Source: an optimization exercise on an open RTL-to-GDS flow (aim: small area, a short achievable clock period and few clock cycles). Production flows keep margins and buffers that such runs may drop. Only the layout flow was run in this run; the RTL was not checked for function there. Power and IR drop assume default switching activity.

**flow/design.v**
```verilog
`timescale 1ns / 1ps
module conv_layer #(
    parameter INPUT_CHANNELS = 3,
    parameter OUTPUT_CHANNELS = 32,
    parameter KERNEL_SIZE = 3,
    parameter INPUT_WIDTH = 4,
    parameter INPUT_HEIGHT = 4,
    parameter WEIGHT_BITS = 4,
    parameter ACTIVATION_BITS = 8
) (
    input wire clk,
    input wire rst_n,
    input wire [ACTIVATION_BITS-1:0] input_data,
    input wire input_valid,
    output wire input_ready,
    input wire [WEIGHT_BITS*256-1:0] weights_flat,   
    input wire [7:0] weight_addr,
    input wire weight_valid,
    output wire [ACTIVATION_BITS-1:0] output_data,
    output wire output_valid,
    input wire output_ready,
    input wire start,
    output wire done,
    input wire [7:0] stride,
    input wire [7:0] padding,
    input wire [255:0] bias_flat   
);
localparam KERNEL_ELEMENTS = KERNEL_SIZE * KERNEL_SIZE * INPUT_CHANNELS;
localparam OUTPUT_WIDTH = (INPUT_WIDTH + 2 * 1 - KERNEL_SIZE) / 1 + 1;   
localparam OUTPUT_HEIGHT = (INPUT_HEIGHT + 2 * 1 - KERNEL_SIZE) / 1 + 1;
reg [2:0] state;
reg [2:0] next_state;
reg [9:0] x_counter;
reg [9:0] y_counter;
reg [7:0] out_channel_counter;
reg [7:0] in_channel_counter;
reg [1:0] kernel_x_counter;
reg [1:0] kernel_y_counter;
reg [ACTIVATION_BITS-1:0] input_buffer [0:KERNEL_SIZE-1][0:KERNEL_SIZE-1];
reg [WEIGHT_BITS-1:0] weight_buffer [0:KERNEL_SIZE-1][0:KERNEL_SIZE-1];
reg [ACTIVATION_BITS-1:0] output_buffer [0:31];
reg [15:0] accumulator;   
reg [15:0] bias_accumulator;
reg processing_active;
reg input_buffer_valid;
reg weight_buffer_valid;
wire [WEIGHT_BITS-1:0] weights [0:255];
wire [7:0] bias [0:31];
genvar w;
generate
    for (w = 0; w < 256; w = w + 1) begin : WEIGHT_UNPACK
        assign weights[w] = weights_flat[(w+1)*WEIGHT_BITS-1:w*WEIGHT_BITS];
    end
endgenerate
genvar b;
generate
    for (b = 0; b < 32; b = b + 1) begin : BIAS_UNPACK
        assign bias[b] = bias_flat[(b+1)*8-1:b*8];
    end
endgenerate
localparam IDLE = 3'd0;
localparam LOAD_WEIGHTS = 3'd1;
localparam LOAD_INPUT = 3'd2;
localparam CONVOLVE = 3'd3;
localparam ACCUMULATE = 3'd4;
localparam ACTIVATE = 3'd5;
localparam OUTPUT = 3'd6;
always @(posedge clk or negedge rst_n) begin
    if (!rst_n) begin
        state <= IDLE;
    end else begin
        state <= next_state;
    end
end
always @(*) begin
    next_state = state;
    case (state)
        IDLE: begin
            if (start)
                next_state = LOAD_WEIGHTS;
        end
        LOAD_WEIGHTS: begin
            if (weight_valid && kernel_x_counter == KERNEL_SIZE-1 && kernel_y_counter == KERNEL_SIZE-1)
                next_state = LOAD_INPUT;
        end
        LOAD_INPUT: begin
            if (input_valid && kernel_x_counter == KERNEL_SIZE-1 && kernel_y_counter == KERNEL_SIZE-1)
                next_state = CONVOLVE;
        end
        CONVOLVE: begin
            if (kernel_x_counter == KERNEL_SIZE-1 && kernel_y_counter == KERNEL_SIZE-1) begin
                if (in_channel_counter == INPUT_CHANNELS-1)
                    next_state = ACCUMULATE;
                else
                    next_state = LOAD_INPUT;
            end
        end
        ACCUMULATE: begin
            next_state = ACTIVATE;
        end
        ACTIVATE: begin
            next_state = OUTPUT;
        end
        OUTPUT: begin
            if (output_ready) begin
                if (x_counter == OUTPUT_WIDTH-1 && y_counter == OUTPUT_HEIGHT-1 && out_channel_counter == OUTPUT_CHANNELS-1)
                    next_state = IDLE;
                else
                    next_state = LOAD_INPUT;
            end
        end
        default: next_state = IDLE;
    endcase
end
always @(posedge clk or negedge rst_n) begin
    if (!rst_n) begin
        x_counter <= 10'd0;
        y_counter <= 10'd0;
        out_channel_counter <= 8'd0;
        in_channel_counter <= 8'd0;
        kernel_x_counter <= 2'd0;
        kernel_y_counter <= 2'd0;
    end else begin
        case (state)
            IDLE: begin
                x_counter <= 10'd0;
                y_counter <= 10'd0;
                out_channel_counter <= 8'd0;
                in_channel_counter <= 8'd0;
                kernel_x_counter <= 2'd0;
                kernel_y_counter <= 2'd0;
            end
            LOAD_WEIGHTS, LOAD_INPUT: begin
                if ((state == LOAD_WEIGHTS && weight_valid) || (state == LOAD_INPUT && input_valid)) begin
                    if (kernel_x_counter == KERNEL_SIZE-1) begin
                        kernel_x_counter <= 2'd0;
                        if (kernel_y_counter == KERNEL_SIZE-1) begin
                            kernel_y_counter <= 2'd0;
                        end else begin
                            kernel_y_counter <= kernel_y_counter + 1;
                        end
                    end else begin
                        kernel_x_counter <= kernel_x_counter + 1;
                    end
                end
            end
            CONVOLVE: begin
                if (kernel_x_counter == KERNEL_SIZE-1) begin
                    kernel_x_counter <= 2'd0;
                    if (kernel_y_counter == KERNEL_SIZE-1) begin
                        kernel_y_counter <= 2'd0;
                        if (in_channel_counter == INPUT_CHANNELS-1)
                            in_channel_counter <= 8'd0;
                        else
                            in_channel_counter <= in_channel_counter + 1;
                    end else begin
                        kernel_y_counter <= kernel_y_counter + 1;
                    end
                end else begin
                    kernel_x_counter <= kernel_x_counter + 1;
                end
            end
            OUTPUT: begin
                if (output_ready) begin
                    if (x_counter == OUTPUT_WIDTH-1) begin
                        x_counter <= 10'd0;
                        if (y_counter == OUTPUT_HEIGHT-1) begin
                            y_counter <= 10'd0;
                            if (out_channel_counter == OUTPUT_CHANNELS-1) begin
                                out_channel_counter <= 8'd0;
                            end else begin
                                out_channel_counter <= out_channel_counter + 1;
                            end
                        end else begin
                            y_counter <= y_counter + 1;
                        end
                    end else begin
                        x_counter <= x_counter + 1;
                    end
                end
            end
        endcase
    end
end
integer i, j;   
always @(posedge clk or negedge rst_n) begin
    if (!rst_n) begin
        input_buffer_valid <= 1'b0;
        for (i = 0; i < KERNEL_SIZE; i = i + 1) begin
            for (j = 0; j < KERNEL_SIZE; j = j + 1) begin
                input_buffer[i][j] <= {ACTIVATION_BITS{1'b0}};
            end
        end
    end else if (state == LOAD_INPUT && input_valid) begin
        if (x_counter < INPUT_WIDTH && y_counter < INPUT_HEIGHT) begin
            input_buffer[kernel_x_counter][kernel_y_counter] <= input_data;
        end else begin
            input_buffer[kernel_x_counter][kernel_y_counter] <= {ACTIVATION_BITS{1'b0}};   
        end
        if (kernel_x_counter == KERNEL_SIZE-1 && kernel_y_counter == KERNEL_SIZE-1) begin
            input_buffer_valid <= 1'b1;
        end
    end else if (state == CONVOLVE) begin
        input_buffer_valid <= 1'b0;
    end
end
always @(posedge clk or negedge rst_n) begin
    if (!rst_n) begin
        weight_buffer_valid <= 1'b0;
        for (i = 0; i < KERNEL_SIZE; i = i + 1) begin
            for (j = 0; j < KERNEL_SIZE; j = j + 1) begin
                weight_buffer[i][j] <= {WEIGHT_BITS{1'b0}};
            end
        end
    end else if (state == LOAD_WEIGHTS && weight_valid) begin
        weight_buffer[kernel_x_counter][kernel_y_counter] <= weights[weight_addr];
        if (kernel_x_counter == KERNEL_SIZE-1 && kernel_y_counter == KERNEL_SIZE-1) begin
            weight_buffer_valid <= 1'b1;
        end
    end else if (state == CONVOLVE) begin
        weight_buffer_valid <= 1'b0;
    end
end
wire [ACTIVATION_BITS+WEIGHT_BITS-1:0] mult_results [0:KERNEL_SIZE-1][0:KERNEL_SIZE-1];
genvar k, l;
generate
    for (k = 0; k < KERNEL_SIZE; k = k + 1) begin : KERNEL_X
        for (l = 0; l < KERNEL_SIZE; l = l + 1) begin : KERNEL_Y
            assign mult_results[k][l] = input_buffer[k][l] * weight_buffer[k][l];
        end
    end
endgenerate
always @(posedge clk or negedge rst_n) begin
    if (!rst_n) begin
        accumulator <= 16'h0;
        bias_accumulator <= 16'h0;
    end else if (state == CONVOLVE) begin
        accumulator <= accumulator + mult_results[kernel_x_counter][kernel_y_counter];
    end else if (state == ACCUMULATE) begin
        bias_accumulator <= accumulator + bias[out_channel_counter];
        accumulator <= 16'h0;
    end else if (state == IDLE) begin
        accumulator <= 16'h0;
        bias_accumulator <= 16'h0;
    end
end
reg [ACTIVATION_BITS-1:0] activated_output;
always @(posedge clk or negedge rst_n) begin
    if (!rst_n) begin
        activated_output <= {ACTIVATION_BITS{1'b0}};
    end else if (state == ACTIVATE) begin
        if (bias_accumulator[15]) begin   
            activated_output <= {ACTIVATION_BITS{1'b0}};
        end else begin
            activated_output <= bias_accumulator[ACTIVATION_BITS-1:0];
        end
    end
end
assign output_data = activated_output;
assign output_valid = (state == OUTPUT);
assign input_ready = (state == LOAD_INPUT);
assign done = (state == IDLE && processing_active);
always @(posedge clk or negedge rst_n) begin
    if (!rst_n) begin
        processing_active <= 1'b0;
    end else begin
        if (start)
            processing_active <= 1'b1;
        else if (done)
            processing_active <= 1'b0;
    end
end
endmodule
```
**flow/run.sh**
```bash
#!/bin/bash
# synth_recipe.tcl (not shown) runs the flow's synth.tcl, then flattens the netlist and writes it again
# the make line also repeats each setting of config.mk as NAME=value (left out here)
make -C /OpenROAD-flow-scripts/flow DESIGN_CONFIG=/design/flow/config.mk WORK_HOME=/design/flow/orfs CLKGATE_MAP_FILE= SYNTH_SCRIPT=/design/flow/synth_recipe.tcl finish
```
**flow/config.mk**
```make
export PLATFORM = sky130hd
export DESIGN_NAME = conv_layer
export DESIGN_NICKNAME = conv_layer
export VERILOG_FILES = /design/flow/design.v
export SDC_FILE = /design/flow/constraint.sdc
export NUM_CORES = 4
export LEC_CHECK = 0
export CAP_MARGIN = 20
export CORE_AREA = 5 5 475 475
export DIE_AREA = 0 0 480 480
export SLEW_MARGIN = 20
```
**flow/constraint.sdc**
```tcl
create_clock -name core_clock -period 7.0 [get_ports {clk}]
set_input_delay 1.4000 -clock core_clock [delete_from_list [all_inputs] [get_ports {clk}]]
set_output_delay 1.4000 -clock core_clock [all_outputs]
set_load 0.01 [all_outputs]
```
==> results.tsv <==
stage	metric	value	unit
run_status	status	no timing/DRC/antenna violations	
routing	via_per_inst	5.233	
floorplan	die_area	230400	um^2
placed_design	place_congestion	1.067	
cts	cts_root_buf	clkbuf_16	
pwr	switchingPower	4.138	mW
routing	totalWireLength	376.1	mm
layout	final_core_util	0.2172	
hold_path	hold_path.startpoint	bias_accumulator[0]	
worst_setup_path	crit_start	weight_buffer[8][1]	
synthesis	synthAdderAreaFrac	0.1520	
floorplan	io_pins	1329	
synthesis	syn-num-nets	5501	
routing	vias	43090	
hold_path	hold_class	register to register	
placed_design	dp_hpwl	320.0	mm
worst_setup_path	path_cells	and2_1 -> fa_1 -> inv_1 -> fa_1 -> inv_1 -> ha_1 -> nor2b_1 -> o21ai_0 -> a21oi_1 -> nor2_1 -> xor2_1 -> o22ai_1 -> nor4_1 -> a21oi_1 -> ha_1 -> a21o_1 -> a21oi_1 -> o21a_1 -> a31oi_1 -> a41o_1 -> nand3_1 -> mux2i_1	
sta	maxSlewHeadroom	0.1250	
cts	cts_setup_buffers	0	
worst_setup_path	path_max_fanout	9	
synthesis	synth_warnings	3	
synthesis	synth_flop_cell	dfrtp_1	
global_route	grt_max_degree	84	
worst_setup_path	crit_top_cell	a21oi_1	
sta	setup_viol	0	
cts	cts_sinks	185	
worst_setup_path	required	7.43	ns
synthesis	async_flop_share	1.000	
pwr	power_density	170.8	nW/um^2
worst_setup_path	arrival	6.31	ns
worst_setup_path	cp-end-kind	register	
placed_design	dp.cells	8061	
pwr	combPwrFrac	0.645	
sta	maxSlewViolCount	0	
worst_setup_path	critPathKind	register to register	
worst_setup_path	crit_path_start_kind	register	
pwr	switching_share	0.5077	
floorplan	initial_core_util	0.1342	
sta	max_freq	170.0	MHz
pwr	pwr-share-seq	0.225	
pwr	p_leak	18.20	nW
run	max-cap-violations	0	
sta	fin_setup_tns	0	ns
synthesis	ys_seq_elements	185	
global_route	grt_pass1_wl	465.8	mm
cts	hold_buffers	0	
cts	cts_buffers	17	
cts	clock_latency	0.50	ns
layout	fin_nets	6731	
pwr	internal_power	4.012	mW
synthesis	syn_inst	3892	
global_route	grt_util_all_layers	0.3097	
routing	wl_per_cell	45.68	um
synthesis	synth_compound_area_frac	0.2852	
global_route	first_global_vias	41900	
placed_design	io_buffers	1312	
synthesis	synth-xor-area-share	0.02465	
worst_setup_path	r2r_start	weight_buffer[8][1]	
pwr	pwr-share-clk	0.129	
routing	detail_route.iter0.violations	5107	
synthesis	synth.distinct_cells	97	
global_route	grt-ovfl-total	0	
synthesis	yosys.area_share.simple	0.2871	
layout	drive_above_1_share	0.06621	
synthesis	netlist.area_leader.share	0.1570	
sta	hold_viol	0	
sta	finalCriticalPeriod	5.882	ns
cts	postCtsResizedCells	0	
floorplan	die_x	480	um
synthesis	synth-edff-count	0	
pwr	power	8.150	mW
layout	syn_to_final_growth	61.80	%
routing	drc_errors	0	
synthesis	synth_area_leader_cell	dfrtp_1	
synthesis	synth_area	29490	um^2
sta	worstMarginPinSlew	1.312	ns
pwr	ir_drop	0.0001959	V
synthesis	muxShareOfSynthArea	0.02155	
cts	htreeDepth	4	
routing	first_pass_iters	9	
worst_setup_path	slowest_stage	nor4_1	
floorplan	core_area	219700	um^2
floorplan	rows	172	
cts	cts_tree	built	
routing	final_antenna_net_count	0	
synthesis	synthTopCellsByArea	dfrtp_1 (16%), fa_1 (7.6%), ha_1 (7.6%), a22oi_1 (6.2%), nand3_1 (5.3%)	
sta	post-route-period-util	0.8403	
cts	cts_max_path_buffers	2	
synthesis	synth_top_family_by_area	simple AND/OR/NAND/NOR gates	
cts	clk_pin_slew	0.09	ns
sta	clock_skew	0.01647	ns
layout	fin_cells	8235	
synthesis	ys_seq_area_frac	0.1570	
global_route	antenna_found_initial	261	
floorplan	die_h	480	um
synthesis	avgSynthCellArea	7.578	um^2
worst_setup_path	max_stage_delay	0.54	ns
sta	rsz0062_at_grt	false	
[state kept, by name, summed over array words and instances (netlist names), 8 cells and up]
name                 cells
out_channel_counter      8
input_buffer            72
activated_output         8
bias_accumulator         9
accumulator             16
x_counter               10
y_counter               10
in_channel_counter       8
weight_buffer           36
[power groups by stage]
stage / sequential, mW / clock, mW / combinational [mW]
6_report: 1.84 / 1.05 / 5.26
4_1_cts: 1.83 / 1.08 / 5.19
2_1_floorplan: 1.61 / 0 / 2.82
3_5_place_dp: 1.85 / 0 / 5.15
5_1_grt: 1.89 / 1.11 / 5.64
3_3_place_gp: 1.83 / 0 / 5.10
[cells in the mapped netlist, types with 18 or more instances]
| cell | instances |
|---|---|
| inv_1 | 209 |
| o211ai_1 | 19 |
| nand2b_1 | 77 |
| a21o_1 | 18 |
| ha_1 | 179 |
| a221oi_1 | 37 |
| nand2_1 | 377 |
| mux2i_1 | 41 |
| nor2_1 | 199 |
| o32ai_1 | 23 |
| a222oi_1 | 33 |
| buf_2 | 53 |
| xor2_1 | 39 |
| buf_6 | 22 |
| and3_1 | 45 |
| o21ai_0 | 237 |
| xnor2_1 | 44 |
| buf_4 | 22 |
| nand4_1 | 91 |
| nand3_1 | 311 |
| nor2b_1 | 56 |
| a211oi_1 | 20 |
| a22oi_1 | 242 |
| and2_1 | 228 |
| clkbuf_1 | 151 |
| buf_1 | 27 |
| o31ai_1 | 25 |
| fa_1 | 112 |
| dfrtp_1 | 185 |
| a31oi_1 | 45 |
| a21oi_1 | 116 |
| a22o_1 | 74 |
| a32oi_1 | 57 |
| o22ai_1 | 74 |
| nor3_1 | 66 |
| nor4_1 | 34 |
[worst paths after layout]
check | endpoint | slack, ns | depth (start not counted)
max in group asynchronous | input_buffer[8][0] | 4.66 | 2
worst min register to register | bias_accumulator[0] | 0.49 | 2
worst max-delay path | accumulator[14] | 1.12 | 22
worst min-delay path | bias_accumulator[0] | 0.49 | 2
min in group asynchronous | x_counter[6] | 0.95 | 1
worst max register to register | accumulator[14] | 1.12 | 22
[cells in the final DEF, fill, tap and decap left out, types with 116 or more instances in the layout]
master,count
buf_4,168
o21ai_0,234
nor2_1,192
and2_1,226
clkdlybuf4s50_1,1303
nand2_1,377
nand3_1,311
diode_2,142
a21oi_1,116
a22oi_1,242
inv_1,209
ha_1,179
dfrtp_1,185
[routing by layer]
metal / vias to the layer above / GRT usage / routed length (um)
met5: - / 0 / 235
li1: 17270 / - / -
met2: 3133 / 0.4978 / 170800
met4: 38 / 0.3127 / 45110
met1: 21630 / 0.3344 / 133800
met3: 1024 / 0.06114 / 26270
[critical path: cells and delay by family, from the launching register on]
kind	cells	cell delay (ns)
flops	1	0.49
fa+ha+maj	4	1.73
simple gates	5	1.13
xor+xnor	1	0.46
buf+inv	2	0.09
mux	1	0.18
compound gates	9	1.72
[cell families (layout without fill, tap and decap cells)]
family,count (synthesis),count (layout)
compound gates,1181,1181
xor+xnor,83,83
fa+ha+maj,291,291
buf+inv,486,1729
flops,185,185
mux,60,60
other cells,0,142
simple gates,1606,1606
[area by class of cell]
class                      count  area [um^2]
inverter                     211        792.0
fill                       24580       172000
clock inverter                15        200.2
tap                         2958         3701
antenna                      142        355.3
sequential                   185         4629
clock buffer                  17        425.4
timing repair buffer        1486        14510
multi-input combinational   3221        23110
[through the flow]
step / worst slack [ns] / hold WS [ns] / cell area, um^2
finish: 1.118 / 0.4873 / 47720
global route: 0.8372 / 0.5089 / 47600
CTS: 1.237 / 0.4908 / 47360
detailed placement: 0.8050 / 0.4717 / 46730
global placement: 0.8380 / 0.4564 / 46710
floorplan: 1.997 / 0.4380 / 29490

## separate check: timing with driven ports
The flow's constraints put no driver on any port. The routed layout listed below was extracted and timed again, unchanged, in two steps.
Step 1 (the two cells are an assumption about what drives the block):
set clk [get_ports {clk}]
set_driving_cell -lib_cell sky130_fd_sc_hd__clkbuf_16 $clk
set_driving_cell -lib_cell sky130_fd_sc_hd__buf_2 [delete_from_list [all_inputs] $clk]
Step 2 moves the port delays by t, midway between the first and last clock arrival at a register: inputs arrive t later, outputs are due t later. That takes back most of the time a late clock gives input paths.
Three values: no drivers, after step 1, after step 2; two values: the first two.
t (ns): 0.540
setup WS [ns]: 1.118 / 1.118 / 0.690
worst hold slack (ns): 0.487 / 0.487 / 0.487
worst slew at a driven data input, ns: 0.45
After both steps setup and hold are still met in this run. For this run, drivers alone change the setup slack by 0.000 ns; drivers and shift together by -0.428 ns.
